This design comes from an exercise in tuning for small area, a short achievable clock period and few clock cycles on the open sky130 flow, not from production work. In this exercise RTL edits were held to simulation tests only and were not proved equivalent to the original. The flow treats the clock pin as an ideal source, which a real chip does not have. Power figures rest on the tool's default switching activity, not on a simulated workload.

Setup of run A:
// median_fliter
module median_fliter(
  input                  clk,
  input                  rst,
  input               enable,
  input  [7:0]     RAM_IMG_Q,
  input  [7:0]     RAM_OUT_Q,
  output          RAM_IMG_OE,
  output          RAM_IMG_WE,
  output [15:0]    RAM_IMG_A,
  output [7:0]     RAM_IMG_D,
  output          RAM_OUT_OE,
  output          RAM_OUT_WE,
  output [15:0]    RAM_OUT_A,
  output [7:0]     RAM_OUT_D,
  output                done
);
For scale: about 980 cells after synthesis, ~320 flip-flops, ~72 I/O pins, ~11000 um^2 of cells after synthesis.
Settings: LEC_CHECK=0, CAP_MARGIN=20, CORE_MARGIN=2, CORE_UTILIZATION=40, CTS_CLUSTER_DIAMETER=100, CTS_CLUSTER_SIZE=30, SLEW_MARGIN=20; clock period 10.0 ns.
standard.sh (not shown) runs the stock make flow with config.mk's settings and CLKGATE_MAP_FILE= SYNTH_SCRIPT=/design/flow/synth_recipe.tcl, a recipe that flattens the netlist after the stock synthesis.
==> flow/flow/run.sh <==
#!/bin/bash
set -euo pipefail
bash standard.sh BUFFER_PORTS_ARGS="-buffer_cell sky130_fd_sc_hd__buf_4" CTS_ARGS="-sink_clustering_enable -repair_clock_nets -sink_clustering_size 30 -sink_clustering_max_diameter 100 -dont_use_dummy_load -sink_clustering_levels 1" finish > standard.log 2>&1
Testbench counts of run A, summed over its fixed seeds: cycles 327,748.
Relative to run A, the following input files were edited for run B:
Settings: an added PLACE_DENSITY of 0.65; a deleted CTS_CLUSTER_DIAMETER that had been 100; a deleted CTS_CLUSTER_SIZE that had been 30; a change of CORE_UTILIZATION from 40 to 55.
==> comparison <==
Looking at run A and run B, the via count is a wash. Wire length in run B is about 1.5% below run A. In the reports for run A and run B, the smaller setup slack belongs to run A. Against run A, run B comes in 37 ps lower on time the final worst path needs with I/O delays and setup. Delta (run B minus run A): combinational logic power saw little to no change; final setup skew saw a decrease.
For run C, these inputs were changed with respect to run B:
Settings: swapping 55 for 65 in CORE_UTILIZATION; swapping 0.65 for 0.75 in PLACE_DENSITY.
Results
Per the comparison of run C with run B, maximum frequency essentially unchanged, overall power essentially unchanged, arrival time at the worst endpoint essentially unchanged.
diff inputs: run C => run D
Settings: PLACE_DENSITY removed (was 0.75); ABC_AREA newly set to 1; CTS_CLUSTER_DIAMETER newly set to 100; CTS_CLUSTER_SIZE newly set to 30; CORE_UTILIZATION changed from 65 to 40.
==> flow/flow/run.sh <==
#!/bin/bash
# The standard layout (the standard.sh, standard synthesis), with the
# ports buffered by a stronger buffer than the default choice.
set -euo pipefail
bash standard.sh BUFFER_PORTS_ARGS="-buffer_cell sky130_fd_sc_hd__buf_4" finish > standard.log 2>&1
--- outcome ---
- | largest net degree at the start of global routing | run D vs run C | ≈ equal |
- reg2reg as the path type of the worst setup path was reported by run D, and reg2out by run C.
- Per the comparison of run D with run C, full die area went up 63%, max-slew headroom at the worst pin went down 3.9 points.
- Run D vs run C: minimum setup slack in the final design down
- The higher count of buffer and inverter cells on the critical path came out of run D.
- In the tables for run C and run D, simple logic cell fraction of the synthesized area reads lower with run C.
- Against run C, run D comes in 100% higher on count of inverters not on the clock network in the layout.
- Diff run C and run D: fraction of met2 tracks used by global routing higher in run C
- Relative to run C, the met3 usage of run D is lower by 0.29 points.
- Run C → run D: routed wire length has increased, worst hold slack across all endpoints went up 11 ps.
### run D -> run E
Settings: clearing ABC_AREA, which used to be 1.
Findings:
- For run E and run D, there was not a single run that failed to finish clean.
- Run E vs run D on summed instance area of the synthesized netlist: run E is the lower one.
- Going from run D to run E, synthesized cell count shrank by more than a quarter.
- Diff run D -> run E: total detailed-routing wirelength went down by about 11%, final standard cell area without fillers fell 180 um^2, net load switching power fell by 13%, clock network power share climbed 0.6 points.
- Run E vs run D, via count went down by 1568.

Another version of the RTL of median_fliter (not shown whole).
Size in the first run: ~960 cells after synthesis, ~320 flip-flops, roughly 72 I/O pins.
==> flow/config.mk <==
export PLATFORM = sky130hd
export DESIGN_NAME = median_fliter
export DESIGN_NICKNAME = median_fliter
export VERILOG_FILES = /design/flow/design.v
export SDC_FILE = /design/flow/constraint.sdc
export NUM_CORES = 4
export LEC_CHECK = 0
export CAP_MARGIN = 20
export CORE_MARGIN = 2
export CORE_UTILIZATION = 65
export PLACE_DENSITY = 0.75
export SLEW_MARGIN = 20
==> flow/constraint.sdc <==
create_clock -name core_clock -period 10.0 [get_ports {clk}]
set_input_delay 2.0000 -clock core_clock [delete_from_list [all_inputs] [get_ports {clk}]]
set_output_delay 2.0000 -clock core_clock [all_outputs]
set_load 0.01 [all_outputs]
==> flow/flow/run.sh <==
#!/bin/bash
# The standard layout (standard.sh, with the standard synthesis), changed
# only in how hard and with what it optimises:
#  - ports buffered with buf_2,
#  - clock tree sinks clustered by up to 30 within 100 um, no dummy loads,
#  - timing repair aiming for 6.95 ns of setup slack,
#  - after CTS, the flip-flops that drive output ports get drive strength 2.
# The tools' full output goes to standard.log here and to orfs/logs/.
set -euo pipefail
bash standard.sh BUFFER_PORTS_ARGS="-buffer_cell sky130_fd_sc_hd__buf_2" \
  CTS_ARGS="-sink_clustering_enable -repair_clock_nets -sink_clustering_size 30 -sink_clustering_max_diameter 100 -dont_use_dummy_load -sink_clustering_levels 1" \
  SETUP_SLACK_MARGIN=7.05 POST_CTS_TCL="$PWD/flow/post_cts.tcl" finish > standard.log 2>&1
==> flow/flow/post_cts.tcl <==
# Give each flip-flop that drives an output port's buffer a stronger drive.
proc upsize_output_flops {strength} {
  set db [ord::get_db]
  set block [ord::get_db_block]
  set n 0
  foreach bt [$block getBTerms] {
    if {[$bt getIoType] != "OUTPUT"} { continue }
    set net [$bt getNet]
    if {$net == "NULL"} { continue }
    foreach it [$net getITerms] {
      if {![$it isOutputSignal]} { continue }
      set buf [$it getInst]
      foreach bit [$buf getITerms] {
        if {![$bit isInputSignal]} { continue }
        set bnet [$bit getNet]
        if {$bnet == "NULL"} { continue }
        foreach dit [$bnet getITerms] {
          if {![$dit isOutputSignal]} { continue }
          set inst [$dit getInst]
          set master [[$inst getMaster] getName]
          if {[regexp {^(sky130_fd_sc_hd__df\w+)_1$} $master -> base]} {
            set new [$db findMaster ${base}_$strength]
            if {$new != "NULL"} {
              $inst swapMaster $new
              incr n
            }
          }
        }
      }
    }
  }
  puts "upsize: $n output flip-flops to drive $strength"
}

upsize_output_flops 2
Testbench counts at the start, summed over its fixed seeds: cycles 327,748.
Edit:
--- a/flow/flow/run.sh
+++ b/flow/flow/run.sh
@@ -5,4 +5,6 @@
 #  - clock tree sinks clustered by up to 30 within 100 um, no dummy loads,
 #  - timing repair aiming for 6.95 ns of setup slack,
+#  - before CTS, and again after it, gates off the critical paths are
+#    downsized (the later repairs keep the setup margin),
 #  - after CTS, the flip-flops that drive output ports get drive strength 2.
 # The tools' full output goes to standard.log here and to orfs/logs/.
@@ -10,3 +12,3 @@
 bash standard.sh BUFFER_PORTS_ARGS="-buffer_cell sky130_fd_sc_hd__buf_2" \
   CTS_ARGS="-sink_clustering_enable -repair_clock_nets -sink_clustering_size 30 -sink_clustering_max_diameter 100 -dont_use_dummy_load -sink_clustering_levels 1" \
-  SETUP_SLACK_MARGIN=7.05 POST_CTS_TCL="$PWD/flow/post_cts.tcl" finish > standard.log 2>&1
+  SETUP_SLACK_MARGIN=6.95 PRE_CTS_TCL="$PWD/flow/pre_cts.tcl" POST_CTS_TCL="$PWD/flow/post_cts.tcl" finish > standard.log 2>&1
--- a/flow/flow/post_cts.tcl
+++ b/flow/flow/post_cts.tcl
@@ -34,2 +34,7 @@
 
 upsize_output_flops 2
+
+# Downsize gates off the critical paths, keeping the setup margin the flow aims for.
+estimate_parasitics -placement
+repair_timing -recover_power 100 -setup_margin $::env(SETUP_SLACK_MARGIN) -verbose
+detailed_placement
==> flow/flow/pre_cts.tcl (new file) <==
# Downsize gates off the critical paths after placement.
estimate_parasitics -placement
repair_timing -recover_power 100 -setup_margin $::env(SETUP_SLACK_MARGIN) -verbose
detailed_placement
Synthesized area does not change.
Setup slack gets better by 3.5 ps.
Die area is unchanged.
Design area falls by a few percent.
Total power shrinks by a few percent.
Fmax is about the same.
Sequential share of layout area climbs by 2.6 points.
Via count drops by a few percent.
Combinational power decreases by roughly a tenth.
Clock skew decreases by 21 ps.

## what the ideal ports hide
Ports are ideal in the flow. The routed layouts listed here were re-timed in OpenROAD. Step 1 assumes that a clkbuf_16 drives the clock port and a buf_2 every other input. Step 2 times the ports against the registers' clock, not the clock port: input delays grow and output delays shrink by t, the midpoint of the rising clock arrivals with the driver on. Three values: ideal ports, drivers, drivers and shift; two values: the first two.
| run | shift t [ns] | slack for setup (ns) | pins driven straight from the clock port |
|---|---|---|---|
| run A | 0.520 | 6.856 / 6.812 / 7.064 | 1 |
| run B | 0.518 | 6.893 / 6.848 / 7.027 | 1 |
| run C | 0.510 | 6.901 / 6.860 / 7.035 | 1 |
| run D | 0.548 | 6.843 / 6.825 / 6.843 | 1 |
| run E | 0.540 | 6.853 / 6.809 / 7.037 | 1 |
| the first run of note 2 | 0.518 | 6.966 / 6.922 / 7.306 | 1 |
| the second run of note 2 | 0.516 | 6.969 / 6.927 / 7.160 | 1 |
After both steps every run listed still meets setup and hold.
